What follows belongs to an exercise in optimizing a design on an open flow for small area, a short achievable clock period and few clock cycles; a production flow would make more cautious choices. At most, simulation tests tie the RTL to the original design; equivalence was not proved. Function not checked in run 2: the RTL went through the layout flow alone.

==> flow/design.v (outline; a module is shown in full before it is edited, if it fits) <==
// module M1: 751 lines
// module m1_fa: 4 lines
// module m1_ha: 4 lines
module M1 (
   input  logic         Clock,
   input  logic         Resetn,
   input  logic         start,
   output logic         done,
   input  logic  [15:0] SRAM_read_data,
   output logic  [17:0] SRAM_address,
   output logic  [15:0] SRAM_write_data,
   output logic         SRAM_we_n
);
  // ...
==> flow/flow/run.sh <==
#!/bin/bash
set -euo pipefail
bash standard.sh SETUP_SLACK_MARGIN=10 finish > standard_make.log 2>&1
==> flow/standard.sh <==
#!/bin/bash
# synth_recipe.tcl (not shown) runs the flow's synth.tcl, then flattens the netlist and writes it again
# the make line also repeats each setting of config.mk as NAME=value (left out here)
make -C /OpenROAD-flow-scripts/flow DESIGN_CONFIG=/design/flow/config.mk WORK_HOME=/design/flow/orfs CLKGATE_MAP_FILE= SYNTH_SCRIPT=/design/flow/synth_recipe.tcl "${@:-finish}"
==> flow/config.mk <==
export PLATFORM = sky130hd
export DESIGN_NAME = M1
export DESIGN_NICKNAME = M1
export VERILOG_FILES = /design/flow/design.v
export SDC_FILE = /design/flow/constraint.sdc
export NUM_CORES = 4
export LEC_CHECK = 0
export ABC_CLOCK_PERIOD_IN_PS = 4000
export CAP_MARGIN = 20
export CORE_MARGIN = 2
export CORE_UTILIZATION = 55
export SETUP_SLACK_MARGIN = 5
export SLEW_MARGIN = 20
export SYNTH_HIERARCHICAL = 1
==> flow/constraint.sdc <==
create_clock -name core_clock -period 14.0 [get_ports {Clock}]
set_input_delay 2.8000 -clock core_clock [delete_from_list [all_inputs] [get_ports {Clock}]]
set_output_delay 2.8000 -clock core_clock [all_outputs]
set_load 0.01 [all_outputs]
==> impl_metrics.yaml, run 1 <==
run_status:
  status: "finished clean"
finish:
  fin_area_um2: 30700
  multi_input_area_share_pct: 47.2
  num-multi-input-gates: 1490
  seq_cells: 447
  nonClkBufAreaFrac_pct: 2.85
  largest-register: "win"
  area_growth_pct: 11.9
  drive_above_1_share_pct: 9.66
  seq_share_pct: 38.0
worst_setup_path:
  cp.depth: 1
  r2r_setup_slack_ns: 10.02
logic_synthesis:
  synth_area_um2: 27400
  seq_area_frac_synth_pct: 42.4
  synth_area_per_cell_um2: 12.0
  synthArstFlopShare_pct: 0.895
sta:
  setup_viol: 0
  finalHoldViolCount: 0
  max_slew_margin_pct: 36.1
drt:
  dr.pass1.iters: 6
  antenna_left: 0
global_route:
  grt.busiest_layer: "met2"
  met1_usage_pct: 37.5
worst_hold_path:
  min_from: "fs4[8]$_DFF_P_"
  whs_endpoint: "FqB[8]$_DFF_P_"
floorplan:
  start_util_pct: 55.9
Testbench counts, summed over its fixed seeds: cycles 432,900.
==> module M1, before the edit <==
module M1 (
   input  logic         Clock,
   input  logic         Resetn,
   input  logic         start,
   output logic         done,
   input  logic  [15:0] SRAM_read_data,
   output logic  [17:0] SRAM_address,
   output logic  [15:0] SRAM_write_data,
   output logic         SRAM_we_n
);
localparam [17:0] BASE_U   = 18'd13824;
localparam [17:0] BASE_V   = 18'd20736;
localparam [17:0] BASE_RGB = 18'd220672;
localparam [1:0] S_IDLE = 2'd0, S_FILL = 2'd1, S_RUN = 2'd2;
logic [1:0]  state;
logic [2:0]  ph;         
logic [6:0]  mc;         
logic [13:0] YP;         
logic [12:0] CP;         
logic [15:0] WP;         
logic [7:0]  win [0:19];
logic [7:0]  UB;
logic [15:0] VB;
logic [15:0] Yr;
logic [7:0]  Vp, B0h;
logic [8:0]  ps0, ps1, ps2, ps3, ps4;
logic [9:0]  ps24;
logic [8:0]  fs0, fs1, fs3, fs4;
logic [9:0]  fs24;
logic [12:0] Flo;
logic [9:0]  FhA, FhB, FqA, FqB, Fs;
logic        Fq12;
logic [7:0]  Fc;
assign ps0 = {1'b0, win[1]} + {1'b0, win[19]};
assign ps1 = {1'b0, win[3]} + {1'b0, win[17]};
assign ps2 = {1'b0, win[5]} + {1'b0, win[15]};
assign ps3 = {1'b0, win[7]} + {1'b0, win[13]};
assign ps4 = {1'b0, win[9]} + {1'b0, win[11]};
assign ps24 = {1'b0, ps2} + {1'b0, ps4};
always_ff @(posedge Clock) begin
   fs0 <= ps0;
   fs1 <= ps1;
   fs3 <= ps3;
   fs4 <= ps4;
   fs24 <= ps24;
end
logic [8:0]  nfs0, nfs1, nfs3, nfs4;
logic [9:0]  nfs24;
assign nfs0 = ~fs0;
assign nfs1 = ~fs1;
assign nfs3 = ~fs3;
assign nfs4 = ~fs4;
assign nfs24 = ~fs24;
logic fl1, fl2, fl3, fl4, fl5, fl6, fl7, fl8, fl9, fl10, fl11, fl12, fl13, fl14, fl15, fl16;
logic fl17, fl18, fl19, fl20, fl21, fl22, fl23, fl24, fl25, fl26, fl27, fl28, fl29, fl30, fl31, fl32;
logic fl33, fl34, fl35, fl36, fl37, fl38, fl39, fl40, fl41, fl42, fl43, fl44, fl45, fl46, fl47, fl48;
logic fl49, fl50, fl51, fl52, fl53, fl54, fl55, fl56, fl57, fl58, fl59, fl60, fl61, fl62, fl63, fl64;
logic fl65, fl66, fl67, fl68, fl69, fl70, fl71, fl72, fl73, fl74, fl75, fl76, fl77, fl78, fl79, fl80;
logic fl81, fl82, fl83, fl84, fl85, fl86, fl87, fl88, fl89, fl90, fl91, fl92, fl93, fl94, fl95, fl96;
logic fl97, fl98, fl99, fl100, fl101, fl102, fl103, fl104, fl105, fl106, fl107, fl108, fl109, fl110, fl111, fl112;
logic fl113, fl114, fl115, fl116, fl117, fl118, fl119, fl120, fl121, fl122, fl123, fl124, fl125, fl126, fl127, fl128;
logic fl129, fl130, fl131, fl132, fl133, fl134, fl135, fl136, fl137, fl138, fl139, fl140, fl141, fl142, fl143, fl144;
logic fl145, fl146, fl147, fl148, fl149, fl150, fl151, fl152, fl153, fl154, fl155, fl156, fl157, fl158, fl159, fl160;
logic fl161, fl162, fl163, fl164, fl165, fl166, fl167, fl168, fl169, fl170, fl171, fl172, fl173, fl174, fl175, fl176;
logic fl177, fl178, fl179, fl180, fl181, fl182, fl183, fl184, fl185, fl186, fl187, fl188, fl189, fl190;
m1_ha u_fl1 (.a(fs0[4]), .b(fs0[1]), .s(fl1), .co(fl2));
m1_ha u_fl3 (.a(fs0[5]), .b(fs0[2]), .s(fl3), .co(fl4));
m1_fa u_fl5 (.a(fs0[6]), .b(fs0[3]), .c(nfs1[7]), .s(fl5), .co(fl6));
m1_ha u_fl7 (.a(nfs1[3]), .b(nfs1[2]), .s(fl7), .co(fl8));
m1_fa u_fl9 (.a(fs0[7]), .b(fs0[4]), .c(nfs1[8]), .s(fl9), .co(fl10));
m1_fa u_fl11 (.a(nfs1[4]), .b(nfs1[3]), .c(nfs24[9]), .s(fl11), .co(fl12));
m1_fa u_fl13 (.a(fs0[8]), .b(fs0[5]), .c(nfs1[5]), .s(fl13), .co(fl14));
m1_ha u_fl15 (.a(fs0[6]), .b(nfs1[6]), .s(fl15), .co(fl16));
m1_ha u_fl17 (.a(fs0[7]), .b(nfs1[7]), .s(fl17), .co(fl18));
m1_fa u_fl19 (.a(fs0[3]), .b(fs0[0]), .c(nfs1[4]), .s(fl19), .co(fl20));
m1_ha u_fl21 (.a(nfs1[0]), .b(nfs24[5]), .s(fl21), .co(fl22));
m1_fa u_fl23 (.a(fl1), .b(nfs1[5]), .c(nfs1[1]), .s(fl23), .co(fl24));
m1_fa u_fl25 (.a(nfs1[0]), .b(nfs24[6]), .c(nfs24[3]), .s(fl25), .co(fl26));
m1_ha u_fl27 (.a(fs24[1]), .b(fs3[2]), .s(fl27), .co(fl28));
m1_fa u_fl29 (.a(fl3), .b(nfs1[6]), .c(nfs1[2]), .s(fl29), .co(fl30));
m1_fa u_fl31 (.a(nfs1[1]), .b(nfs24[7]), .c(nfs24[4]), .s(fl31), .co(fl32));
m1_fa u_fl33 (.a(fs24[2]), .b(fs3[3]), .c(fl2), .s(fl33), .co(fl34));
m1_fa u_fl35 (.a(fl5), .b(fl7), .c(nfs24[8]), .s(fl35), .co(fl36));
m1_fa u_fl37 (.a(nfs24[5]), .b(fs24[3]), .c(nfs24[0]), .s(fl37), .co(fl38));
assign fl39 = ~(fs3[4] ^ fl4);
assign fl40 = fs3[4] | fl4;
m1_fa u_fl41 (.a(fl9), .b(fl11), .c(nfs24[6]), .s(fl41), .co(fl42));
m1_fa u_fl43 (.a(fs24[4]), .b(nfs24[1]), .c(fs3[5]), .s(fl43), .co(fl44));
m1_fa u_fl45 (.a(fs3[0]), .b(fl6), .c(fl8), .s(fl45), .co(fl46));
m1_fa u_fl47 (.a(fl13), .b(nfs1[4]), .c(nfs24[7]), .s(fl47), .co(fl48));
m1_fa u_fl49 (.a(fs24[5]), .b(nfs24[2]), .c(fs3[6]), .s(fl49), .co(fl50));
m1_fa u_fl51 (.a(fs3[1]), .b(fl10), .c(fl12), .s(fl51), .co(fl52));
m1_fa u_fl53 (.a(fl15), .b(nfs1[5]), .c(nfs24[8]), .s(fl53), .co(fl54));
m1_fa u_fl55 (.a(fs24[6]), .b(nfs24[3]), .c(fs3[7]), .s(fl55), .co(fl56));
m1_fa u_fl57 (.a(fs3[2]), .b(fs4[0]), .c(fl14), .s(fl57), .co(fl58));
m1_fa u_fl59 (.a(fl17), .b(nfs1[6]), .c(nfs24[9]), .s(fl59), .co(fl60));
m1_fa u_fl61 (.a(fs24[7]), .b(nfs24[4]), .c(fs3[8]), .s(fl61), .co(fl62));
m1_fa u_fl63 (.a(fs3[3]), .b(fs4[1]), .c(fl16), .s(fl63), .co(fl64));
m1_fa u_fl65 (.a(fs0[8]), .b(nfs1[8]), .c(nfs1[7]), .s(fl65), .co(fl66));
m1_fa u_fl67 (.a(fs24[8]), .b(nfs24[5]), .c(fs3[4]), .s(fl67), .co(fl68));
assign fl69 = ~(fs4[2] ^ fl18);
assign fl70 = fs4[2] | fl18;
m1_fa u_fl71 (.a(nfs1[8]), .b(fs24[9]), .c(nfs24[6]), .s(fl71), .co(fl72));
m1_ha u_fl73 (.a(fs0[1]), .b(nfs1[2]), .s(fl73), .co(fl74));
m1_fa u_fl75 (.a(fs0[2]), .b(nfs1[3]), .c(nfs24[4]), .s(fl75), .co(fl76));
m1_fa u_fl77 (.a(fl19), .b(fl21), .c(nfs24[2]), .s(fl77), .co(fl78));
m1_ha u_fl79 (.a(fs24[0]), .b(fs3[1]), .s(fl79), .co(fl80));
m1_fa u_fl81 (.a(fl23), .b(fl25), .c(fl27), .s(fl81), .co(fl82));
assign fl83 = ~(fl20 ^ fl22);
assign fl84 = fl20 | fl22;
m1_fa u_fl85 (.a(fl29), .b(fl31), .c(fl33), .s(fl85), .co(fl86));
m1_fa u_fl87 (.a(fl24), .b(fl26), .c(fl28), .s(fl87), .co(fl88));
m1_fa u_fl89 (.a(fl35), .b(fl37), .c(fl39), .s(fl89), .co(fl90));
m1_fa u_fl91 (.a(fl30), .b(fl32), .c(fl34), .s(fl91), .co(fl92));
m1_fa u_fl93 (.a(fl41), .b(fl43), .c(fl45), .s(fl93), .co(fl94));
m1_fa u_fl95 (.a(fl36), .b(fl38), .c(fl40), .s(fl95), .co(fl96));
m1_fa u_fl97 (.a(fl47), .b(fl49), .c(fl51), .s(fl97), .co(fl98));
m1_fa u_fl99 (.a(fl42), .b(fl44), .c(fl46), .s(fl99), .co(fl100));
m1_fa u_fl101 (.a(fl53), .b(fl55), .c(fl57), .s(fl101), .co(fl102));
m1_fa u_fl103 (.a(fl48), .b(fl50), .c(fl52), .s(fl103), .co(fl104));
m1_fa u_fl105 (.a(fl59), .b(fl61), .c(fl63), .s(fl105), .co(fl106));
m1_fa u_fl107 (.a(fl54), .b(fl56), .c(fl58), .s(fl107), .co(fl108));
m1_fa u_fl109 (.a(fl65), .b(fl67), .c(fl69), .s(fl109), .co(fl110));
m1_fa u_fl111 (.a(fl60), .b(fl62), .c(fl64), .s(fl111), .co(fl112));
m1_fa u_fl113 (.a(fl71), .b(fs3[5]), .c(fs4[3]), .s(fl113), .co(fl114));
m1_fa u_fl115 (.a(fl66), .b(fl68), .c(fl70), .s(fl115), .co(fl116));
m1_fa u_fl117 (.a(nfs24[7]), .b(fs3[6]), .c(fs4[4]), .s(fl117), .co(fl118));
m1_ha u_fl119 (.a(nfs24[8]), .b(fs3[7]), .s(fl119), .co(fl120));
m1_ha u_fl121 (.a(nfs24[9]), .b(fs3[8]), .s(fl121), .co(fl122));
m1_ha u_fl123 (.a(fl73), .b(nfs24[3]), .s(fl123), .co(fl124));
m1_fa u_fl125 (.a(fl75), .b(nfs24[1]), .c(fs3[0]), .s(fl125), .co(fl126));
m1_fa u_fl127 (.a(fl77), .b(fl79), .c(fl76), .s(fl127), .co(fl128));
m1_fa u_fl129 (.a(fl81), .b(fl83), .c(fl78), .s(fl129), .co(fl130));
m1_fa u_fl131 (.a(fl85), .b(fl87), .c(fl82), .s(fl131), .co(fl132));
m1_fa u_fl133 (.a(fl89), .b(fl91), .c(fl86), .s(fl133), .co(fl134));
m1_fa u_fl135 (.a(fl93), .b(fl95), .c(fl90), .s(fl135), .co(fl136));
m1_fa u_fl137 (.a(fl97), .b(fl99), .c(fl94), .s(fl137), .co(fl138));
m1_fa u_fl139 (.a(fl101), .b(fl103), .c(fl98), .s(fl139), .co(fl140));
m1_fa u_fl141 (.a(fl105), .b(fl107), .c(fl102), .s(fl141), .co(fl142));
m1_fa u_fl143 (.a(fl109), .b(fl111), .c(fl106), .s(fl143), .co(fl144));
m1_fa u_fl145 (.a(fl113), .b(fl115), .c(fl110), .s(fl145), .co(fl146));
m1_fa u_fl147 (.a(fl117), .b(fl72), .c(fl114), .s(fl147), .co(fl148));
m1_fa u_fl149 (.a(fl119), .b(fs4[5]), .c(fl118), .s(fl149), .co(fl150));
m1_fa u_fl151 (.a(fl121), .b(fs4[6]), .c(fl120), .s(fl151), .co(fl152));
m1_ha u_fl153 (.a(nfs1[0]), .b(nfs24[1]), .s(fl153), .co(fl154));
m1_fa u_fl155 (.a(fs0[0]), .b(nfs1[1]), .c(nfs24[2]), .s(fl155), .co(fl156));
assign fl157 = ~(fl123 ^ nfs24[0]);
assign fl158 = fl123 | nfs24[0];
m1_fa u_fl159 (.a(fl125), .b(fl74), .c(fl124), .s(fl159), .co(fl160));
assign fl161 = ~(fl127 ^ fl126);
assign fl162 = fl127 | fl126;
m1_fa u_fl163 (.a(fl129), .b(fl80), .c(fl128), .s(fl163), .co(fl164));
m1_fa u_fl165 (.a(fl131), .b(fl84), .c(fl130), .s(fl165), .co(fl166));
m1_fa u_fl167 (.a(fl133), .b(fl88), .c(fl132), .s(fl167), .co(fl168));
m1_fa u_fl169 (.a(fl135), .b(fl92), .c(fl134), .s(fl169), .co(fl170));
m1_fa u_fl171 (.a(fl137), .b(fl96), .c(fl136), .s(fl171), .co(fl172));
m1_fa u_fl173 (.a(fl139), .b(fl100), .c(fl138), .s(fl173), .co(fl174));
m1_fa u_fl175 (.a(fl141), .b(fl104), .c(fl140), .s(fl175), .co(fl176));
m1_fa u_fl177 (.a(fl143), .b(fl108), .c(fl142), .s(fl177), .co(fl178));
m1_fa u_fl179 (.a(fl145), .b(fl112), .c(fl144), .s(fl179), .co(fl180));
m1_fa u_fl181 (.a(fl147), .b(fl116), .c(fl146), .s(fl181), .co(fl182));
assign fl183 = ~(fl149 ^ fl148);
assign fl184 = fl149 | fl148;
assign fl185 = ~(fl151 ^ fl150);
assign fl186 = fl151 | fl150;
m1_fa u_fl187 (.a(fs4[7]), .b(fl122), .c(fl152), .s(fl187), .co(fl188));
assign fl189 = ~fs4[8];
assign fl190 = fs4[8];
assign Flo = {1'b0, {fl173, fl171, fl169, fl167, fl165, fl163, fl161, fl159, fl157, fl155, fl153, nfs24[0]}} + {1'b0, {fl172, fl170, fl168, fl166, fl164, fl162, fl160, fl158, fl156, fl154, 1'b1, 1'b1}};
assign FhA = {1'b1, 1'b1, fl189, fl187, fl185, fl183, fl181, fl179, fl177, fl175};
assign FhB = {1'b0, fl190, fl188, fl186, fl184, fl182, fl180, fl178, fl176, fl174};
always_ff @(posedge Clock) begin
   FqA <= FhA;
   FqB <= FhB;
   Fq12 <= Flo[12];
end
assign Fs = FqA + FqB + {9'd0, Fq12};
assign Fc = Fs[9] ? 8'h00 : Fs[8] ? 8'hFF : Fs[7:0];
logic        odd_sel;
logic [7:0]  Yi, Ui, Vi;
logic [15:0] Rlo, Glo, Blo;
logic [9:0]  RhA, RhB, GhA, GhB, RqA, RqB, GqA, GqB;
logic [10:0] BhA, BhB, BqA, BqB;
logic        Rq15, Gq15, Bq15;
logic [9:0]  Rr, Gr;
logic [10:0] Br;
logic [7:0]  Rc, Gc, Bc;
always_ff @(posedge Clock) begin
   Yi <= odd_sel ? Yr[7:0] : Yr[15:8];
   if (!odd_sel) Ui <= win[8];
   else if (up_ld) Ui <= Fc;        
   Vi <= odd_sel ? Vp : win[7];
end
logic [7:0]  nYi, nUi, nVi;
assign nYi = ~Yi;
assign nUi = ~Ui;
assign nVi = ~Vi;
logic px1, px2, px3, px4, px5, px6, px7, px8, px9, px10, px11, px12, px13, px14, px15, px16;
logic px17, px18, px19, px20, px21, px22, px23, px24, px25, px26, px27, px28, px29, px30, px31, px32;
logic px33, px34, px35, px36, px37, px38, px39, px40, px41, px42, px43, px44, px45, px46, px47, px48;
logic px49, px50, px51, px52, px53, px54, px55, px56, px57, px58, px59, px60, px61, px62, px63, px64;
logic px65, px66, px67, px68, px69, px70, px71, px72, px73, px74, px75, px76, px77, px78, px79, px80;
logic px81, px82, px83, px84, px85, px86, px87, px88, px89, px90, px91, px92, px93, px94, px95, px96;
logic px97, px98, px99, px100, px101, px102, px103, px104, px105, px106, px107, px108, px109, px110, px111, px112;
logic px113, px114, px115, px116, px117, px118, px119, px120, px121, px122, px123, px124, px125, px126, px127, px128;
logic px129, px130, px131, px132, px133, px134, px135, px136, px137, px138, px139, px140, px141, px142, px143, px144;
logic px145, px146, px147, px148, px149, px150, px151, px152, px153, px154, px155, px156, px157, px158, px159, px160;
logic px161, px162, px163, px164, px165, px166, px167, px168, px169, px170, px171, px172, px173, px174, px175, px176;
logic px177, px178, px179, px180, px181, px182, px183, px184, px185, px186, px187, px188, px189, px190, px191, px192;
logic px193, px194, px195, px196, px197, px198, px199, px200, px201, px202, px203, px204, px205, px206, px207, px208;
logic px209, px210, px211, px212, px213, px214, px215, px216, px217, px218, px219, px220, px221, px222, px223, px224;
logic px225, px226, px227, px228, px229, px230, px231, px232, px233, px234, px235, px236, px237, px238, px239, px240;
logic px241, px242, px243, px244, px245, px246, px247, px248, px249, px250, px251, px252, px253, px254, px255, px256;
logic px257, px258, px259, px260, px261, px262, px263, px264, px265, px266, px267, px268, px269, px270, px271, px272;
logic px273, px274, px275, px276, px277, px278, px279, px280, px281, px282, px283, px284, px285, px286, px287, px288;
logic px289, px290, px291, px292, px293, px294, px295, px296, px297, px298, px299, px300, px301, px302, px303, px304;
logic px305, px306, px307, px308, px309, px310, px311, px312, px313, px314, px315, px316, px317, px318, px319, px320;
logic px321, px322, px323, px324, px325, px326, px327, px328, px329, px330, px331, px332, px333, px334, px335, px336;
logic px337, px338, px339, px340, px341, px342, px343, px344, px345, px346, px347, px348, px349, px350, px351, px352;
logic px353, px354, px355, px356, px357, px358, px359, px360, px361, px362, px363, px364, px365, px366, px367, px368;
logic px369, px370, px371, px372, px373, px374, px375, px376, px377, px378, px379, px380, px381, px382, px383, px384;
logic px385, px386, px387, px388, px389, px390, px391, px392, px393, px394, px395, px396, px397, px398, px399, px400;
logic px401, px402, px403, px404, px405, px406, px407, px408, px409, px410, px411, px412, px413, px414, px415, px416;
logic px417, px418, px419, px420, px421, px422, px423, px424, px425, px426, px427, px428, px429, px430, px431, px432;
logic px433, px434, px435, px436, px437, px438, px439, px440, px441, px442, px443, px444, px445, px446, px447, px448;
logic px449, px450, px451, px452, px453, px454, px455, px456, px457, px458, px459, px460, px461, px462, px463, px464;
logic px465, px466, px467, px468, px469, px470, px471, px472, px473, px474, px475, px476, px477, px478, px479, px480;
logic px481, px482, px483, px484, px485, px486, px487, px488, px489, px490, px491, px492, px493, px494, px495, px496;
logic px497, px498, px499, px500, px501, px502, px503, px504, px505, px506, px507, px508, px509, px510, px511, px512;
logic px513, px514, px515, px516, px517, px518, px519, px520, px521, px522, px523, px524, px525, px526, px527, px528;
m1_ha u_px1 (.a(Yi[7]), .b(Yi[5]), .s(px1), .co(px2));
m1_ha u_px3 (.a(Yi[6]), .b(Yi[4]), .s(px3), .co(px4));
m1_ha u_px5 (.a(Yi[7]), .b(Yi[5]), .s(px5), .co(px6));
m1_ha u_px7 (.a(Yi[4]), .b(Yi[2]), .s(px7), .co(px8));
m1_fa u_px9 (.a(Yi[5]), .b(Yi[3]), .c(Yi[1]), .s(px9), .co(px10));
m1_fa u_px11 (.a(Yi[6]), .b(Yi[4]), .c(Yi[2]), .s(px11), .co(px12));
m1_fa u_px13 (.a(px1), .b(Yi[3]), .c(Yi[0]), .s(px13), .co(px14));
m1_fa u_px15 (.a(px3), .b(Yi[1]), .c(px2), .s(px15), .co(px16));
m1_fa u_px17 (.a(px5), .b(Yi[2]), .c(px4), .s(px17), .co(px18));
m1_fa u_px19 (.a(Yi[6]), .b(Yi[3]), .c(px6), .s(px19), .co(px20));
m1_ha u_px21 (.a(Yi[7]), .b(Yi[4]), .s(px21), .co(px22));
m1_ha u_px23 (.a(Yi[2]), .b(Yi[0]), .s(px23), .co(px24));
assign px25 = ~(Yi[3] ^ Yi[1]);
assign px26 = Yi[3] | Yi[1];
assign px27 = ~(px7 ^ Yi[0]);
assign px28 = px7 | Yi[0];
assign px29 = ~(px9 ^ px8);
assign px30 = px9 | px8;
assign px31 = ~(px11 ^ px10);
assign px32 = px11 | px10;
assign px33 = ~(px13 ^ px12);
assign px34 = px13 | px12;
assign px35 = ~(px15 ^ px14);
assign px36 = px15 | px14;
assign px37 = ~(px17 ^ px16);
assign px38 = px17 | px16;
assign px39 = ~(px19 ^ px18);
assign px40 = px19 | px18;
assign px41 = ~(px21 ^ px20);
assign px42 = px21 | px20;
assign px43 = ~(Yi[5] ^ px22);
assign px44 = Yi[5] | px22;
assign px45 = ~Yi[6];
assign px46 = Yi[6];
assign px47 = ~Yi[7];
assign px48 = Yi[7];
m1_ha u_px49 (.a(Yi[6]), .b(Yi[4]), .s(px49), .co(px50));
m1_fa u_px51 (.a(Yi[7]), .b(Yi[5]), .c(Yi[3]), .s(px51), .co(px52));
m1_fa u_px53 (.a(Yi[0]), .b(Vi[5]), .c(Vi[4]), .s(px53), .co(px54));
m1_fa u_px55 (.a(Yi[6]), .b(Yi[4]), .c(Yi[1]), .s(px55), .co(px56));
m1_ha u_px57 (.a(Vi[6]), .b(Vi[5]), .s(px57), .co(px58));
m1_fa u_px59 (.a(Yi[7]), .b(Yi[5]), .c(Yi[2]), .s(px59), .co(px60));
m1_ha u_px61 (.a(Vi[7]), .b(Vi[6]), .s(px61), .co(px62));
m1_ha u_px63 (.a(Yi[6]), .b(Yi[3]), .s(px63), .co(px64));
m1_fa u_px65 (.a(nYi[7]), .b(Yi[0]), .c(Vi[7]), .s(px65), .co(px66));
m1_ha u_px67 (.a(Yi[2]), .b(Yi[0]), .s(px67), .co(px68));
m1_fa u_px69 (.a(Yi[3]), .b(Yi[1]), .c(Vi[5]), .s(px69), .co(px70));
m1_ha u_px71 (.a(Vi[1]), .b(Vi[0]), .s(px71), .co(px72));
m1_fa u_px73 (.a(Yi[4]), .b(Yi[2]), .c(Yi[0]), .s(px73), .co(px74));
m1_fa u_px75 (.a(Vi[6]), .b(Vi[2]), .c(Vi[1]), .s(px75), .co(px76));
m1_fa u_px77 (.a(Yi[5]), .b(Yi[3]), .c(Yi[1]), .s(px77), .co(px78));
m1_fa u_px79 (.a(Vi[7]), .b(Vi[3]), .c(Vi[2]), .s(px79), .co(px80));
m1_fa u_px81 (.a(px49), .b(Yi[2]), .c(Vi[4]), .s(px81), .co(px82));
assign px83 = ~(Vi[3] ^ Vi[0]);
assign px84 = Vi[3] | Vi[0];
m1_fa u_px85 (.a(px51), .b(px53), .c(Vi[1]), .s(px85), .co(px86));
assign px87 = ~(Vi[0] ^ px50);
assign px88 = Vi[0] | px50;
m1_fa u_px89 (.a(px55), .b(px57), .c(Vi[2]), .s(px89), .co(px90));
m1_fa u_px91 (.a(Vi[1]), .b(px52), .c(px54), .s(px91), .co(px92));
m1_fa u_px93 (.a(px59), .b(px61), .c(Vi[3]), .s(px93), .co(px94));
m1_fa u_px95 (.a(Vi[2]), .b(px56), .c(px58), .s(px95), .co(px96));
m1_fa u_px97 (.a(px63), .b(Vi[7]), .c(Vi[4]), .s(px97), .co(px98));
m1_fa u_px99 (.a(Vi[3]), .b(px60), .c(px62), .s(px99), .co(px100));
m1_fa u_px101 (.a(Yi[7]), .b(Yi[4]), .c(Vi[5]), .s(px101), .co(px102));
m1_ha u_px103 (.a(Vi[4]), .b(px64), .s(px103), .co(px104));
m1_fa u_px105 (.a(Yi[5]), .b(Vi[6]), .c(Vi[5]), .s(px105), .co(px106));
m1_ha u_px107 (.a(nYi[4]), .b(Vi[4]), .s(px107), .co(px108));
m1_fa u_px109 (.a(nYi[5]), .b(Vi[5]), .c(Vi[3]), .s(px109), .co(px110));
m1_fa u_px111 (.a(nYi[6]), .b(Vi[6]), .c(Vi[4]), .s(px111), .co(px112));
m1_fa u_px113 (.a(px65), .b(Vi[5]), .c(Vi[2]), .s(px113), .co(px114));
m1_fa u_px115 (.a(Yi[1]), .b(Vi[6]), .c(Vi[3]), .s(px115), .co(px116));
m1_fa u_px117 (.a(px67), .b(Vi[7]), .c(Vi[4]), .s(px117), .co(px118));
m1_fa u_px119 (.a(px69), .b(px71), .c(px68), .s(px119), .co(px120));
m1_fa u_px121 (.a(px73), .b(px75), .c(px70), .s(px121), .co(px122));
m1_fa u_px123 (.a(px77), .b(px79), .c(px74), .s(px123), .co(px124));
m1_fa u_px125 (.a(px81), .b(px83), .c(px78), .s(px125), .co(px126));
m1_fa u_px127 (.a(px85), .b(px87), .c(px82), .s(px127), .co(px128));
m1_fa u_px129 (.a(px89), .b(px91), .c(px86), .s(px129), .co(px130));
m1_fa u_px131 (.a(px93), .b(px95), .c(px90), .s(px131), .co(px132));
m1_fa u_px133 (.a(px97), .b(px99), .c(px94), .s(px133), .co(px134));
m1_fa u_px135 (.a(px101), .b(px103), .c(px98), .s(px135), .co(px136));
m1_fa u_px137 (.a(px105), .b(px102), .c(px104), .s(px137), .co(px138));
m1_fa u_px139 (.a(Yi[6]), .b(Vi[7]), .c(Vi[6]), .s(px139), .co(px140));
m1_ha u_px141 (.a(nYi[0]), .b(Vi[0]), .s(px141), .co(px142));
m1_ha u_px143 (.a(nYi[1]), .b(Vi[1]), .s(px143), .co(px144));
m1_fa u_px145 (.a(nYi[2]), .b(Vi[2]), .c(Vi[0]), .s(px145), .co(px146));
m1_fa u_px147 (.a(nYi[3]), .b(Vi[3]), .c(Vi[1]), .s(px147), .co(px148));
assign px149 = ~(px107 ^ Vi[2]);
assign px150 = px107 | Vi[2];
m1_fa u_px151 (.a(px109), .b(Vi[0]), .c(px108), .s(px151), .co(px152));
m1_fa u_px153 (.a(px111), .b(Vi[1]), .c(px110), .s(px153), .co(px154));
assign px155 = ~(px113 ^ px112);
assign px156 = px113 | px112;
m1_fa u_px157 (.a(px115), .b(px66), .c(px114), .s(px157), .co(px158));
m1_fa u_px159 (.a(px117), .b(Vi[0]), .c(px116), .s(px159), .co(px160));
assign px161 = ~(px119 ^ px118);
assign px162 = px119 | px118;
m1_fa u_px163 (.a(px121), .b(px72), .c(px120), .s(px163), .co(px164));
m1_fa u_px165 (.a(px123), .b(px76), .c(px122), .s(px165), .co(px166));
m1_fa u_px167 (.a(px125), .b(px80), .c(px124), .s(px167), .co(px168));
m1_fa u_px169 (.a(px127), .b(px84), .c(px126), .s(px169), .co(px170));
m1_fa u_px171 (.a(px129), .b(px88), .c(px128), .s(px171), .co(px172));
m1_fa u_px173 (.a(px131), .b(px92), .c(px130), .s(px173), .co(px174));
m1_fa u_px175 (.a(px133), .b(px96), .c(px132), .s(px175), .co(px176));
m1_fa u_px177 (.a(px135), .b(px100), .c(px134), .s(px177), .co(px178));
assign px179 = ~(px137 ^ px136);
assign px180 = px137 | px136;
m1_fa u_px181 (.a(px139), .b(px106), .c(px138), .s(px181), .co(px182));
m1_fa u_px183 (.a(Yi[7]), .b(Vi[7]), .c(px140), .s(px183), .co(px184));
m1_ha u_px185 (.a(Yi[6]), .b(Yi[4]), .s(px185), .co(px186));
m1_fa u_px187 (.a(Yi[7]), .b(Yi[5]), .c(Yi[3]), .s(px187), .co(px188));
m1_ha u_px189 (.a(Yi[6]), .b(Yi[4]), .s(px189), .co(px190));
m1_ha u_px191 (.a(Yi[7]), .b(Yi[5]), .s(px191), .co(px192));
m1_ha u_px193 (.a(nYi[5]), .b(nUi[6]), .s(px193), .co(px194));
m1_fa u_px195 (.a(nYi[6]), .b(nUi[7]), .c(nUi[5]), .s(px195), .co(px196));
m1_fa u_px197 (.a(nYi[7]), .b(Yi[0]), .c(nUi[6]), .s(px197), .co(px198));
m1_ha u_px199 (.a(Yi[1]), .b(nUi[7]), .s(px199), .co(px200));
m1_ha u_px201 (.a(Yi[2]), .b(Yi[0]), .s(px201), .co(px202));
m1_fa u_px203 (.a(Yi[3]), .b(Yi[1]), .c(nUi[6]), .s(px203), .co(px204));
m1_fa u_px205 (.a(Yi[4]), .b(Yi[2]), .c(Yi[0]), .s(px205), .co(px206));
m1_fa u_px207 (.a(Yi[5]), .b(Yi[3]), .c(Yi[1]), .s(px207), .co(px208));
m1_fa u_px209 (.a(nUi[4]), .b(nUi[1]), .c(nUi[0]), .s(px209), .co(px210));
m1_fa u_px211 (.a(px185), .b(Yi[2]), .c(nUi[5]), .s(px211), .co(px212));
m1_fa u_px213 (.a(nUi[2]), .b(nUi[1]), .c(nVi[3]), .s(px213), .co(px214));
m1_ha u_px215 (.a(nVi[1]), .b(nVi[0]), .s(px215), .co(px216));
m1_fa u_px217 (.a(px187), .b(Yi[0]), .c(nUi[6]), .s(px217), .co(px218));
m1_fa u_px219 (.a(nUi[3]), .b(nUi[2]), .c(nVi[4]), .s(px219), .co(px220));
m1_fa u_px221 (.a(nVi[2]), .b(nVi[1]), .c(px186), .s(px221), .co(px222));
m1_fa u_px223 (.a(px189), .b(Yi[1]), .c(nUi[7]), .s(px223), .co(px224));
m1_fa u_px225 (.a(nUi[4]), .b(nUi[3]), .c(nVi[5]), .s(px225), .co(px226));
m1_fa u_px227 (.a(nVi[3]), .b(nVi[2]), .c(px188), .s(px227), .co(px228));
m1_fa u_px229 (.a(px191), .b(Yi[2]), .c(nUi[5]), .s(px229), .co(px230));
m1_fa u_px231 (.a(nUi[4]), .b(nVi[6]), .c(nVi[4]), .s(px231), .co(px232));
assign px233 = ~(nVi[3] ^ px190);
assign px234 = nVi[3] | px190;
m1_fa u_px235 (.a(Yi[6]), .b(Yi[3]), .c(nUi[6]), .s(px235), .co(px236));
m1_fa u_px237 (.a(nUi[5]), .b(nVi[7]), .c(nVi[5]), .s(px237), .co(px238));
m1_ha u_px239 (.a(nVi[4]), .b(px192), .s(px239), .co(px240));
m1_fa u_px241 (.a(Yi[7]), .b(Yi[4]), .c(nUi[7]), .s(px241), .co(px242));
m1_fa u_px243 (.a(nUi[6]), .b(nVi[6]), .c(nVi[5]), .s(px243), .co(px244));
m1_ha u_px245 (.a(nYi[2]), .b(nUi[3]), .s(px245), .co(px246));
m1_fa u_px247 (.a(nYi[3]), .b(nUi[4]), .c(nUi[2]), .s(px247), .co(px248));
m1_ha u_px249 (.a(nUi[1]), .b(nVi[0]), .s(px249), .co(px250));
m1_fa u_px251 (.a(nYi[4]), .b(nUi[5]), .c(nUi[3]), .s(px251), .co(px252));
m1_fa u_px253 (.a(nUi[2]), .b(nUi[0]), .c(nVi[1]), .s(px253), .co(px254));
m1_fa u_px255 (.a(px193), .b(nUi[4]), .c(nUi[3]), .s(px255), .co(px256));
assign px257 = ~(nUi[1] ^ nVi[2]);
assign px258 = nUi[1] | nVi[2];
m1_fa u_px259 (.a(px195), .b(nUi[4]), .c(nUi[2]), .s(px259), .co(px260));
assign px261 = ~(nVi[3] ^ px194);
assign px262 = nVi[3] | px194;
m1_fa u_px263 (.a(px197), .b(nUi[5]), .c(nUi[3]), .s(px263), .co(px264));
assign px265 = ~(nVi[4] ^ px196);
assign px266 = nVi[4] | px196;
m1_fa u_px267 (.a(px199), .b(nUi[6]), .c(nUi[4]), .s(px267), .co(px268));
m1_fa u_px269 (.a(nUi[0]), .b(nVi[5]), .c(px198), .s(px269), .co(px270));
m1_fa u_px271 (.a(px201), .b(nUi[7]), .c(nUi[5]), .s(px271), .co(px272));
m1_fa u_px273 (.a(nUi[1]), .b(nVi[6]), .c(px200), .s(px273), .co(px274));
m1_fa u_px275 (.a(px203), .b(nUi[2]), .c(nVi[7]), .s(px275), .co(px276));
assign px277 = ~(nVi[0] ^ px202);
assign px278 = nVi[0] | px202;
m1_fa u_px279 (.a(px205), .b(nUi[7]), .c(nUi[3]), .s(px279), .co(px280));
m1_fa u_px281 (.a(nUi[0]), .b(nVi[1]), .c(px204), .s(px281), .co(px282));
m1_fa u_px283 (.a(px207), .b(px209), .c(nVi[2]), .s(px283), .co(px284));
assign px285 = ~(nVi[0] ^ px206);
assign px286 = nVi[0] | px206;
m1_fa u_px287 (.a(px211), .b(px213), .c(px215), .s(px287), .co(px288));
assign px289 = ~(px208 ^ px210);
assign px290 = px208 | px210;
m1_fa u_px291 (.a(px217), .b(px219), .c(px221), .s(px291), .co(px292));
m1_fa u_px293 (.a(px212), .b(px214), .c(px216), .s(px293), .co(px294));
m1_fa u_px295 (.a(px223), .b(px225), .c(px227), .s(px295), .co(px296));
m1_fa u_px297 (.a(px218), .b(px220), .c(px222), .s(px297), .co(px298));
m1_fa u_px299 (.a(px229), .b(px231), .c(px233), .s(px299), .co(px300));
m1_fa u_px301 (.a(px224), .b(px226), .c(px228), .s(px301), .co(px302));
m1_fa u_px303 (.a(px235), .b(px237), .c(px239), .s(px303), .co(px304));
m1_fa u_px305 (.a(px230), .b(px232), .c(px234), .s(px305), .co(px306));
m1_fa u_px307 (.a(px241), .b(px243), .c(px236), .s(px307), .co(px308));
assign px309 = ~(px238 ^ px240);
assign px310 = px238 | px240;
m1_fa u_px311 (.a(Yi[5]), .b(nUi[7]), .c(nVi[7]), .s(px311), .co(px312));
m1_fa u_px313 (.a(nVi[6]), .b(px242), .c(px244), .s(px313), .co(px314));
m1_ha u_px315 (.a(Yi[6]), .b(nVi[7]), .s(px315), .co(px316));
m1_ha u_px317 (.a(nYi[1]), .b(nUi[2]), .s(px317), .co(px318));
m1_fa u_px319 (.a(px245), .b(nUi[1]), .c(nUi[0]), .s(px319), .co(px320));
m1_fa u_px321 (.a(px247), .b(px249), .c(px246), .s(px321), .co(px322));
m1_fa u_px323 (.a(px251), .b(px253), .c(px248), .s(px323), .co(px324));
m1_fa u_px325 (.a(px255), .b(px257), .c(px252), .s(px325), .co(px326));
m1_fa u_px327 (.a(px259), .b(px261), .c(px256), .s(px327), .co(px328));
m1_fa u_px329 (.a(px263), .b(px265), .c(px260), .s(px329), .co(px330));
m1_fa u_px331 (.a(px267), .b(px269), .c(px264), .s(px331), .co(px332));
m1_fa u_px333 (.a(px271), .b(px273), .c(px268), .s(px333), .co(px334));
m1_fa u_px335 (.a(px275), .b(px277), .c(px272), .s(px335), .co(px336));
m1_fa u_px337 (.a(px279), .b(px281), .c(px276), .s(px337), .co(px338));
m1_fa u_px339 (.a(px283), .b(px285), .c(px280), .s(px339), .co(px340));
m1_fa u_px341 (.a(px287), .b(px289), .c(px284), .s(px341), .co(px342));
m1_fa u_px343 (.a(px291), .b(px293), .c(px288), .s(px343), .co(px344));
m1_fa u_px345 (.a(px295), .b(px297), .c(px292), .s(px345), .co(px346));
m1_fa u_px347 (.a(px299), .b(px301), .c(px296), .s(px347), .co(px348));
m1_fa u_px349 (.a(px303), .b(px305), .c(px300), .s(px349), .co(px350));
m1_fa u_px351 (.a(px307), .b(px309), .c(px304), .s(px351), .co(px352));
m1_fa u_px353 (.a(px311), .b(px313), .c(px308), .s(px353), .co(px354));
m1_fa u_px355 (.a(px315), .b(px312), .c(px314), .s(px355), .co(px356));
m1_ha u_px357 (.a(nYi[0]), .b(nUi[1]), .s(px357), .co(px358));
assign px359 = ~(px317 ^ nUi[0]);
assign px360 = px317 | nUi[0];
assign px361 = ~(px319 ^ px318);
assign px362 = px319 | px318;
assign px363 = ~(px321 ^ px320);
assign px364 = px321 | px320;
m1_fa u_px365 (.a(px323), .b(px250), .c(px322), .s(px365), .co(px366));
m1_fa u_px367 (.a(px325), .b(px254), .c(px324), .s(px367), .co(px368));
m1_fa u_px369 (.a(px327), .b(px258), .c(px326), .s(px369), .co(px370));
m1_fa u_px371 (.a(px329), .b(px262), .c(px328), .s(px371), .co(px372));
m1_fa u_px373 (.a(px331), .b(px266), .c(px330), .s(px373), .co(px374));
m1_fa u_px375 (.a(px333), .b(px270), .c(px332), .s(px375), .co(px376));
m1_fa u_px377 (.a(px335), .b(px274), .c(px334), .s(px377), .co(px378));
m1_fa u_px379 (.a(px337), .b(px278), .c(px336), .s(px379), .co(px380));
m1_fa u_px381 (.a(px339), .b(px282), .c(px338), .s(px381), .co(px382));
m1_fa u_px383 (.a(px341), .b(px286), .c(px340), .s(px383), .co(px384));
m1_fa u_px385 (.a(px343), .b(px290), .c(px342), .s(px385), .co(px386));
m1_fa u_px387 (.a(px345), .b(px294), .c(px344), .s(px387), .co(px388));
m1_fa u_px389 (.a(px347), .b(px298), .c(px346), .s(px389), .co(px390));
m1_fa u_px391 (.a(px349), .b(px302), .c(px348), .s(px391), .co(px392));
m1_fa u_px393 (.a(px351), .b(px306), .c(px350), .s(px393), .co(px394));
m1_fa u_px395 (.a(px353), .b(px310), .c(px352), .s(px395), .co(px396));
assign px397 = ~(px355 ^ px354);
assign px398 = px355 | px354;
m1_fa u_px399 (.a(Yi[7]), .b(px316), .c(px356), .s(px399), .co(px400));
m1_fa u_px401 (.a(nYi[4]), .b(Ui[5]), .c(Ui[3]), .s(px401), .co(px402));
m1_fa u_px403 (.a(nYi[5]), .b(Ui[6]), .c(Ui[4]), .s(px403), .co(px404));
m1_fa u_px405 (.a(nYi[6]), .b(Ui[7]), .c(Ui[5]), .s(px405), .co(px406));
m1_ha u_px407 (.a(Ui[4]), .b(Ui[2]), .s(px407), .co(px408));
m1_fa u_px409 (.a(nYi[7]), .b(Yi[0]), .c(Ui[6]), .s(px409), .co(px410));
assign px411 = ~(Ui[5] ^ Ui[3]);
assign px412 = Ui[5] | Ui[3];
m1_fa u_px413 (.a(Yi[1]), .b(Ui[7]), .c(Ui[6]), .s(px413), .co(px414));
assign px415 = ~(Ui[4] ^ Ui[0]);
assign px416 = Ui[4] | Ui[0];
m1_fa u_px417 (.a(Yi[2]), .b(Yi[0]), .c(Ui[7]), .s(px417), .co(px418));
assign px419 = ~(Ui[5] ^ Ui[1]);
assign px420 = Ui[5] | Ui[1];
m1_fa u_px421 (.a(Yi[3]), .b(Yi[1]), .c(Ui[6]), .s(px421), .co(px422));
m1_fa u_px423 (.a(Yi[4]), .b(Yi[2]), .c(Yi[0]), .s(px423), .co(px424));
m1_ha u_px425 (.a(Ui[7]), .b(Ui[3]), .s(px425), .co(px426));
m1_fa u_px427 (.a(Yi[5]), .b(Yi[3]), .c(Yi[1]), .s(px427), .co(px428));
m1_fa u_px429 (.a(Yi[6]), .b(Yi[4]), .c(Yi[2]), .s(px429), .co(px430));
m1_fa u_px431 (.a(Yi[7]), .b(Yi[5]), .c(Yi[3]), .s(px431), .co(px432));
m1_ha u_px433 (.a(Yi[0]), .b(Ui[6]), .s(px433), .co(px434));
m1_fa u_px435 (.a(Yi[6]), .b(Yi[4]), .c(Yi[1]), .s(px435), .co(px436));
assign px437 = ~(Ui[7] ^ Ui[0]);
assign px438 = Ui[7] | Ui[0];
m1_fa u_px439 (.a(Yi[7]), .b(Yi[5]), .c(Yi[2]), .s(px439), .co(px440));
m1_ha u_px441 (.a(Yi[6]), .b(Yi[3]), .s(px441), .co(px442));
m1_ha u_px443 (.a(nYi[2]), .b(Ui[3]), .s(px443), .co(px444));
m1_fa u_px445 (.a(nYi[3]), .b(Ui[4]), .c(Ui[2]), .s(px445), .co(px446));
m1_fa u_px447 (.a(px401), .b(Ui[2]), .c(Ui[0]), .s(px447), .co(px448));
m1_fa u_px449 (.a(px403), .b(Ui[3]), .c(Ui[1]), .s(px449), .co(px450));
m1_fa u_px451 (.a(px405), .b(px407), .c(px404), .s(px451), .co(px452));
m1_fa u_px453 (.a(px409), .b(px411), .c(px406), .s(px453), .co(px454));
m1_fa u_px455 (.a(px413), .b(px415), .c(px410), .s(px455), .co(px456));
m1_fa u_px457 (.a(px417), .b(px419), .c(px414), .s(px457), .co(px458));
m1_fa u_px459 (.a(px421), .b(Ui[2]), .c(px418), .s(px459), .co(px460));
m1_fa u_px461 (.a(px423), .b(px425), .c(px422), .s(px461), .co(px462));
m1_fa u_px463 (.a(px427), .b(Ui[4]), .c(px424), .s(px463), .co(px464));
m1_fa u_px465 (.a(px429), .b(Ui[5]), .c(px428), .s(px465), .co(px466));
m1_fa u_px467 (.a(px431), .b(px433), .c(px430), .s(px467), .co(px468));
m1_fa u_px469 (.a(px435), .b(px437), .c(px432), .s(px469), .co(px470));
m1_fa u_px471 (.a(px439), .b(Ui[1]), .c(px436), .s(px471), .co(px472));
m1_fa u_px473 (.a(px441), .b(Ui[2]), .c(px440), .s(px473), .co(px474));
m1_fa u_px475 (.a(Yi[7]), .b(Yi[4]), .c(Ui[3]), .s(px475), .co(px476));
m1_ha u_px477 (.a(Yi[5]), .b(Ui[4]), .s(px477), .co(px478));
m1_ha u_px479 (.a(Yi[6]), .b(Ui[5]), .s(px479), .co(px480));
m1_ha u_px481 (.a(Yi[7]), .b(Ui[6]), .s(px481), .co(px482));
m1_ha u_px483 (.a(nYi[0]), .b(Ui[1]), .s(px483), .co(px484));
m1_fa u_px485 (.a(nYi[1]), .b(Ui[2]), .c(Ui[0]), .s(px485), .co(px486));
m1_fa u_px487 (.a(px443), .b(Ui[1]), .c(Ui[0]), .s(px487), .co(px488));
m1_fa u_px489 (.a(px445), .b(Ui[1]), .c(px444), .s(px489), .co(px490));
assign px491 = ~(px447 ^ px446);
assign px492 = px447 | px446;
m1_fa u_px493 (.a(px449), .b(px402), .c(px448), .s(px493), .co(px494));
assign px495 = ~(px451 ^ px450);
assign px496 = px451 | px450;
m1_fa u_px497 (.a(px453), .b(px408), .c(px452), .s(px497), .co(px498));
m1_fa u_px499 (.a(px455), .b(px412), .c(px454), .s(px499), .co(px500));
m1_fa u_px501 (.a(px457), .b(px416), .c(px456), .s(px501), .co(px502));
m1_fa u_px503 (.a(px459), .b(px420), .c(px458), .s(px503), .co(px504));
assign px505 = ~(px461 ^ px460);
assign px506 = px461 | px460;
m1_fa u_px507 (.a(px463), .b(px426), .c(px462), .s(px507), .co(px508));
assign px509 = ~(px465 ^ px464);
assign px510 = px465 | px464;
assign px511 = ~(px467 ^ px466);
assign px512 = px467 | px466;
m1_fa u_px513 (.a(px469), .b(px434), .c(px468), .s(px513), .co(px514));
m1_fa u_px515 (.a(px471), .b(px438), .c(px470), .s(px515), .co(px516));
assign px517 = ~(px473 ^ px472);
assign px518 = px473 | px472;
m1_fa u_px519 (.a(px475), .b(px442), .c(px474), .s(px519), .co(px520));
assign px521 = ~(px477 ^ px476);
assign px522 = px477 | px476;
assign px523 = ~(px479 ^ px478);
assign px524 = px479 | px478;
assign px525 = ~(px481 ^ px480);
assign px526 = px481 | px480;
m1_ha u_px527 (.a(Ui[7]), .b(px482), .s(px527), .co(px528));
assign Rlo = {1'b0, {px167, px165, px163, px161, px159, px157, px155, px153, px151, px149, px147, px145, px143, px141, 1'b0}} + {1'b0, {px166, px164, px162, px160, px158, px156, px154, px152, px150, px148, px146, px144, px142, 1'b1, 1'b0}};
assign RhA = {1'b1, 1'b1, px183, px181, px179, px177, px175, px173, px171, px169};
assign RhB = {1'b0, px184, px182, px180, px178, px176, px174, px172, px170, px168};
assign Glo = {1'b0, {px383, px381, px379, px377, px375, px373, px371, px369, px367, px365, px363, px361, px359, px357, nUi[0]}} + {1'b0, {px382, px380, px378, px376, px374, px372, px370, px368, px366, px364, px362, px360, px358, 1'b1, 1'b1}};
assign GhA = {1'b1, 1'b1, px399, px397, px395, px393, px391, px389, px387, px385};
assign GhB = {1'b0, px400, px398, px396, px394, px392, px390, px388, px386, px384};
assign Blo = {1'b0, {px509, px507, px505, px503, px501, px499, px497, px495, px493, px491, px489, px487, px485, px483, Ui[0]}} + {1'b0, {px508, px506, px504, px502, px500, px498, px496, px494, px492, px490, px488, px486, px484, 1'b1, 1'b0}};
assign BhA = {1'b1, 1'b1, px527, px525, px523, px521, px519, px517, px515, px513, px511};
assign BhB = {1'b0, px528, px526, px524, px522, px520, px518, px516, px514, px512, px510};
always_ff @(posedge Clock) begin
   RqA <= RhA; RqB <= RhB; Rq15 <= Rlo[15];
   GqA <= GhA; GqB <= GhB; Gq15 <= Glo[15];
   BqA <= BhA; BqB <= BhB; Bq15 <= Blo[15];
end
assign Rr = RqA + RqB + {9'd0, Rq15};
assign Gr = GqA + GqB + {9'd0, Gq15};
assign Br = BqA + BqB + {10'd0, Bq15};
assign Rc = Rr[9] ? 8'h00 : Rr[8] ? 8'hFF : Rr[7:0];
assign Gc = Gr[9] ? 8'h00 : Gr[8] ? 8'hFF : Gr[7:0];
assign Bc = Br[10] ? 8'h00 : (Br[9] | Br[8]) ? 8'hFF : Br[7:0];
logic run, fill;
logic last_row;
assign run   = (state == S_RUN);
assign fill  = (state == S_FILL);
assign last_row = CP[12] & CP[11] & CP[9] & CP[8];    
logic f_last, f_neg, f_odd, f_ubus, f_uub, f_vbh, f_vbl;
logic [6:0] mc_new, m_new;
logic upd_flags;
assign mc_new = (state == S_FILL) ? 7'd0 : mc + 7'd1;
assign m_new  = mc_new - 7'd1;
assign upd_flags = (state == S_FILL) || (state == S_RUN && ph == 3'd4);
always_ff @(posedge Clock) begin
   if (upd_flags) begin
      f_last <= (mc_new == 7'd96);
      f_neg  <= (mc_new == 7'd0);
      f_odd  <= ~mc_new[0];
      f_ubus <= mc_new[0] && mc_new != 7'd0 && m_new <= 7'd88;
      f_uub  <= ~mc_new[0] && (mc_new == 7'd0 || m_new <= 7'd89);
      f_vbh  <= ~mc_new[0] && (mc_new == 7'd0 || m_new <= 7'd87);
      f_vbl  <= mc_new[0] && mc_new != 7'd0 && m_new <= 7'd88;
   end
end
localparam [2:0] SH_NONE = 3'd0, SH_BUS = 3'd1, SH_VBH = 3'd2, SH_VBL = 3'd3,
                 SH_UB = 3'd4, SH_CLAMP = 3'd5;
logic [2:0] sh;
logic ub_ld, vb_ld, y_ld, up_ld, vp_ld;
always_comb begin
   sh = SH_NONE;
   ub_ld = 1'b0; vb_ld = 1'b0; y_ld = 1'b0; up_ld = 1'b0; vp_ld = 1'b0;
   odd_sel = 1'b1;
   if (run) begin
      case (ph)
         3'd0: up_ld = 1'b1;
         3'd1: ;
         3'd2: begin
            if (f_last) begin                    
               sh = SH_BUS; vb_ld = 1'b1;
            end else if (f_ubus) begin
               sh = SH_BUS; ub_ld = 1'b1;
            end else if (f_uub) begin
               sh = SH_UB;
            end else
               sh = SH_CLAMP;
            if (f_vbh) vb_ld = 1'b1;
         end
         3'd3: begin
            y_ld = 1'b1;
            if (f_last) begin                    
               sh = SH_BUS; ub_ld = 1'b1;
            end else if (f_vbh)
               sh = SH_VBH;
            else if (f_vbl)
               sh = SH_VBL;
            else
               sh = SH_CLAMP;
         end
         default: begin  
            vp_ld = 1'b1;
            odd_sel = 1'b0;
            if (f_last) sh = SH_CLAMP;           
         end
      endcase
   end else if (fill) begin
      case (mc[4:0])
         5'd2:  begin sh = SH_BUS; vb_ld = 1'b1; end    
         5'd3:  begin sh = SH_BUS; ub_ld = 1'b1; end    
         5'd12: sh = SH_VBL;                            
         5'd13: sh = SH_UB;                             
         5'd14: begin sh = SH_BUS; vb_ld = 1'b1; end    
         5'd15: begin sh = SH_BUS; ub_ld = 1'b1; end    
         5'd16: sh = SH_VBL;                            
         5'd17: sh = SH_UB;                             
         5'd18: begin sh = SH_BUS; vb_ld = 1'b1; end    
         5'd19: begin sh = SH_BUS; ub_ld = 1'b1; end    
         5'd20: sh = SH_VBL;                            
         default: if (mc >= 7'd4) sh = SH_CLAMP;
      endcase
   end
end
logic [7:0] sh_in;
always_comb begin
   case (sh)
      SH_BUS:  sh_in = SRAM_read_data[15:8];
      SH_VBH:  sh_in = VB[15:8];
      SH_VBL:  sh_in = VB[7:0];
      SH_UB:   sh_in = UB;
      default: sh_in = win[18];
   endcase
end
always_ff @(posedge Clock) begin
   if (sh != SH_NONE) begin
      for (int i = 0; i < 19; i++) win[i] <= win[i+1];
      win[19] <= sh_in;
   end
   if (ub_ld) UB <= SRAM_read_data[7:0];
   if (vb_ld) VB <= SRAM_read_data;
   if (y_ld)  Yr <= SRAM_read_data;
   if (vp_ld) Vp <= Fc;
   B0h <= Bc;
   case (ph)
      3'd1:    SRAM_write_data <= {Rc, Gc};
      3'd2:    SRAM_write_data <= {B0h, Rc};
      default: SRAM_write_data <= {Gc, Bc};
   endcase
end
always_ff @(posedge Clock or negedge Resetn) begin
   if (~Resetn) begin
      state <= S_IDLE;
      done <= 1'b0;
      SRAM_we_n <= 1'b1;
   end else begin
      SRAM_we_n <= 1'b1;
      case (state)
         S_IDLE: if (start) begin
            done <= 1'b0;
            state <= S_FILL;
         end
         S_FILL: if (mc == 7'd20) state <= S_RUN;
         default: begin  
            if ((ph == 3'd1 || ph == 3'd2 || ph == 3'd3) && !f_neg) SRAM_we_n <= 1'b0;
            if (ph == 3'd4 && f_last) begin
               if (last_row) begin
                  state <= S_IDLE;
                  done <= 1'b1;
               end else
                  state <= S_FILL;
            end
         end
      endcase
   end
end
always_ff @(posedge Clock) begin
   SRAM_address <= {2'b11, WP};        
   case (state)
      S_IDLE: begin
         if (start) begin
            mc <= 7'd0;
            YP <= 14'd0;
            CP <= 13'd0;
            WP <= BASE_RGB[15:0];
            SRAM_address <= BASE_V;               
         end
      end
      S_FILL: begin
         mc <= (mc == 7'd20) ? 7'd0 : mc + 7'd1;
         case (mc[4:0])
            5'd0:  begin SRAM_address <= BASE_U + CP; CP <= CP + 13'd1; end
            5'd11: SRAM_address <= BASE_V + CP;
            5'd12: begin SRAM_address <= BASE_U + CP; CP <= CP + 13'd1; end
            5'd15: SRAM_address <= BASE_V + CP;
            5'd16: begin SRAM_address <= BASE_U + CP; CP <= CP + 13'd1; end
            5'd20: SRAM_address <= BASE_V + CP;   
            default: ;
         endcase
         ph <= 3'd0;
      end
      default: begin  
         ph <= (ph == 3'd4) ? 3'd0 : ph + 3'd1;
         case (ph)
            3'd0: begin
               if (!f_last) begin
                  SRAM_address <= {4'd0, YP};
                  YP <= YP + 14'd1;
               end else if (!last_row) begin
                  SRAM_address <= BASE_U + CP;
                  CP <= CP + 13'd1;
               end
            end
            3'd1, 3'd2, 3'd3: begin
               if (!f_neg) begin
                  SRAM_address <= {2'b11, WP};
                  WP <= WP + 16'd1;
               end
            end
            default: begin  
               if (f_last) begin
                  mc <= 7'd5;
               end else begin
                  mc <= mc + 7'd1;
                  if (mc == 7'd95) begin
                     if (!last_row) SRAM_address <= BASE_V + CP;    
                  end else if (mc[0] && mc <= 7'd87) begin
                     SRAM_address <= BASE_V + CP;                   
                  end else if (!mc[0] && mc <= 7'd88) begin
                     SRAM_address <= BASE_U + CP;                   
                     CP <= CP + 13'd1;
                  end
               end
            end
         endcase
      end
   endcase
end
endmodule
==> run 2: changes to the inputs <==
--- a/flow/design.v
+++ b/flow/design.v
@@ -662,13 +662,15 @@
       default: SRAM_write_data <= {Gc, Bc};
    endcase
 end
+logic we_q;
+assign SRAM_we_n = ~we_q;
 always_ff @(posedge Clock or negedge Resetn) begin
    if (~Resetn) begin
       state <= S_IDLE;
       done <= 1'b0;
-      SRAM_we_n <= 1'b1;
+      we_q <= 1'b0;
    end else begin
-      SRAM_we_n <= 1'b1;
+      we_q <= 1'b0;
       case (state)
          S_IDLE: if (start) begin
             done <= 1'b0;
@@ -676,7 +678,7 @@
          end
          S_FILL: if (mc == 7'd20) state <= S_RUN;
          default: begin  
-            if ((ph == 3'd1 || ph == 3'd2 || ph == 3'd3) && !f_neg) SRAM_we_n <= 1'b0;
+            if ((ph == 3'd1 || ph == 3'd2 || ph == 3'd3) && !f_neg) we_q <= 1'b1;
             if (ph == 3'd4 && f_last) begin
                if (last_row) begin
                   state <= S_IDLE;
--- a/flow/config.mk
+++ b/flow/config.mk
@@ -9,6 +9,7 @@
 export CAP_MARGIN = 20
 export CORE_MARGIN = 2
 export CORE_UTILIZATION = 55
+export CTS_BUF_LIST = sky130_fd_sc_hd__clkbuf_4 sky130_fd_sc_hd__clkbuf_8
 export SETUP_SLACK_MARGIN = 5
 export SLEW_MARGIN = 20
 export SYNTH_HIERARCHICAL = 1
==> run 2 against run 1 <==
Against the previous run: still clean; setup slack got worse by 0.045 ns; synthesized cell count grew 0.17%; die area is 0.15% higher; clock-buffer cell count up 57; maximum frequency shrank 1.1%; via count up 0.82%; global-route usage grew 0.70 points; sequential share of layout area grew 0.26 points; hold slack gained 0.0049 ns; critical endpoint is now done.
==> impl_metrics.yaml, run 2 <==
worst_setup_path:
  path_cells: "buf_2"
  slowest_stage: "dfrtp_1"
  critPathRequiredTime_ns: 11.20
  max_stage_delay_ns: 0.43
  cp_max_fo: 2
  cp_top_family: "flip-flops"
  path_buf_inv: 1
  start_kind: "flip-flop"
  worstPathArrival_ns: 1.26
  end_kind: "output port"
  critical_path_class: "reg2out"
logic_synthesis:
  synth_most_common_cell: "inv_1"
  synth_area_per_cell_um2: 12.0
  ys_ff_latch: 447
  synth_edf_count: 266
  synth_ff_type: "edfxtp_1"
  yosysUniqueCellTypes: 97
  yosys.area.top_type: "edfxtp_1"
  yosys_warnings: 8
  synth.area.top_cells: "edfxtp_1, fa_1, dfxtp_1, ha_1, inv_1"
  yosysTopAreaCellShare_pct: 29.1
  synthArstFlopShare_pct: 0.895
  seq_area_frac_synth_pct: 42.4
  syn_nets: 2808
  synth_area_um2: 27400
  synthCells: 2296
  yosys-top-cells-count: "inv_1, fa_1, edfxtp_1, ha_1, dfxtp_1"
clock_tree:
  cts_sinks: 447
  clk_pin_slew_ns: 0.06
  htree_levels: 3
  cts_tree: "yes"
  cts-hold-fix-buffers: 0
  clk-insertion-delay-late_ns: 0.68
  cts.path.max_buffers: 3
  clockRootBuffer: "clkbuf_8"
  cts_buffers: 77
finish:
  area_growth_pct: 11.0
  reg_top3: "win (152), SRAM_address (17)"
  nets: 2925
  drive_above_1_share_pct: 11.4
  layout_commonest_cell: "inv_1"
  layout.area.seq_um2: 11600
  largest_reg_flops: 152
  final_cell_mix: "inv_1, fa_1, edfxtp_1"
  fillers: 4010
  fin_area_um2: 30500
  finalNonFillerCells: 3139
  largest-register: "win"
  multiInputGateArea_um2: 14600
sta:
  setup_tns_ns: 0
  final.min_clock_period_ns: 4.06
  fmax_mhz: 246
  finalClockSkew_ns: 0.0495
  tightest_slew_ns: 1.12
  max_slew_margin_pct: 25.5
  finalHoldViolCount: 0
  rsz0062_at_grt: "yes"
  setup_viol: 0
  final.period_utilization_pct: 29.0
  worst_slack_ns: 9.94
  drv_slew: 0
run_status:
  status: "finished clean"
drt:
  wire_per_inst_um: 20.3
  route.detailed.drc: 0
  antenna_left: 0
  first_iter_violations: 1414
  drt_wl_total_um: 63700
  dr.pass1.iters: 5
  post_drt_via_cell_ratio: 5.57
  vias: 17500
floorplan:
  start_util_pct: 56.0
  core_area_um2: 49100
  io_pins: 55
  die_w_um: 227
  die-area_um2: 51700
  die_h_um: 227
  rows: 81
place:
  routabilityCongestion: 0.903
  dp_hpwl_um: 47800
  placed_cell_area_um2: 28700
  place_inst: 2969
  pre_cts_slack_ns: 9.29
  io_buffers: 54
global_route:
  grt_pass1_wl_um: 100000
  first_global_vias: 18000
  overflow: 0
  antenna_found_initial: 2
  grt_max_degree: 85
  grtUsageTotal_pct: 25.7
flow_run:
  maxCapViolCount: 0
worst_hold_path:
  worst_hold_path_type: "reg2reg"
## run 2: cell families after synthesis
kind of cell / count (synthesis) / share of synthesized area [%]
AO/OA/AOI/OAI: 442 / 10.9
XOR/XNOR: 90 / 2.90
adder cells (fa/ha/maj): 495 / 30.0
buffers and inverters: 342 / 4.84
flip-flops: 447 / 42.4
multiplexers: 28 / 1.07
AND/OR/NAND/NOR: 452 / 7.92
## run 2: worst paths after layout
path                                   from                    to  slack, ns  cells past startpoint
max                        done$_DFFE_PN0P_                  done       9.94                      1
min                          fs4[8]$_DFF_P_        FqB[8]$_DFF_P_       0.37                      0
max reg2reg                 fs24[9]$_DFF_P_          Fq12$_DFF_P_      10.13                     10
min reg2reg                  fs4[8]$_DFF_P_        FqB[8]$_DFF_P_       0.37                      0
max in group asynchronous            Resetn  state[1]$_DFFE_PN0P_      11.43                      1
min in group asynchronous            Resetn        we_q$_DFF_PN0_       2.35                      1
## run 2: layout make-up
cell class,count,area share [%]
antenna,1,0.00822
timing repair buffer,97,2.38
clock buffer,121,4.79
sequential,447,38.2
inverter,283,3.55
tap,664,2.73
clock inverter,19,0.526
multi-input combinational,1507,47.8
## run 2: layer usage
metal / global-route usage [%] / wire length [um] / vias to the layer above
li1: - / - / 8186
met1: 37.5 / 30000 / 8685
met2: 38.9 / 28200 / 509
met3: 5.10 / 3830 / 117
met4: 8.03 / 1690 / 0
met5: 0 / 0 / -
## run 2: repair_timing
item | 4_1_cts | 5_1_grt
gates resized for setup | 160 | 15
endpoints found under the setup margin | 121 | 107
setup buffers | 6 | 23
pin swaps | 0 | 2
## run 2: Yosys stat by module, one instance, submodules excluded
module / area [um^2] / cells inside
M1: 21900 / 2000
m1_fa: 20.0 / 1
m1_ha: 12.5 / 1
## run 2: through the flow
step	utilization, %	hold slack [ns]
after floorplan	-	0.331
after global placement	58.5	0.336
after detailed placement	58.5	0.355
after CTS	61.6	0.369
after global routing	62.1	0.380
final	62.1	0.371

[port drivers added, routing unchanged]
How much do the figures lean on ideal ports? The routed layouts below were timed once more, with nothing changed but the port constraints.
Step 1 assumes that a clkbuf_16 drives the clock port and a buf_2 every other input.
Step 2 times the ports against the registers' clock, not the clock port: input delays grow and output delays shrink by t, the midpoint of the rising clock arrivals with the driver on.
a / b / c = ideal ports / drivers / drivers and shift; a / b = the first two.
run	t (ns)	setup WS [ns]	hold slack, ns	worst setup path at the end	slew at the worst register clock pin (ns)
run 1	0.651	9.981 / 9.922 / 9.541	0.366 / 0.366 / 0.366	input to register	0.07 / 0.07
run 2	0.714	9.936 / 9.880 / 9.401	0.371 / 0.371 / 0.371	input to register	0.07 / 0.07
After both steps setup and hold are still met in every run listed. The setup slack of run 2, which loses most, moves by -0.056 ns with the drivers and by -0.535 ns with both steps.
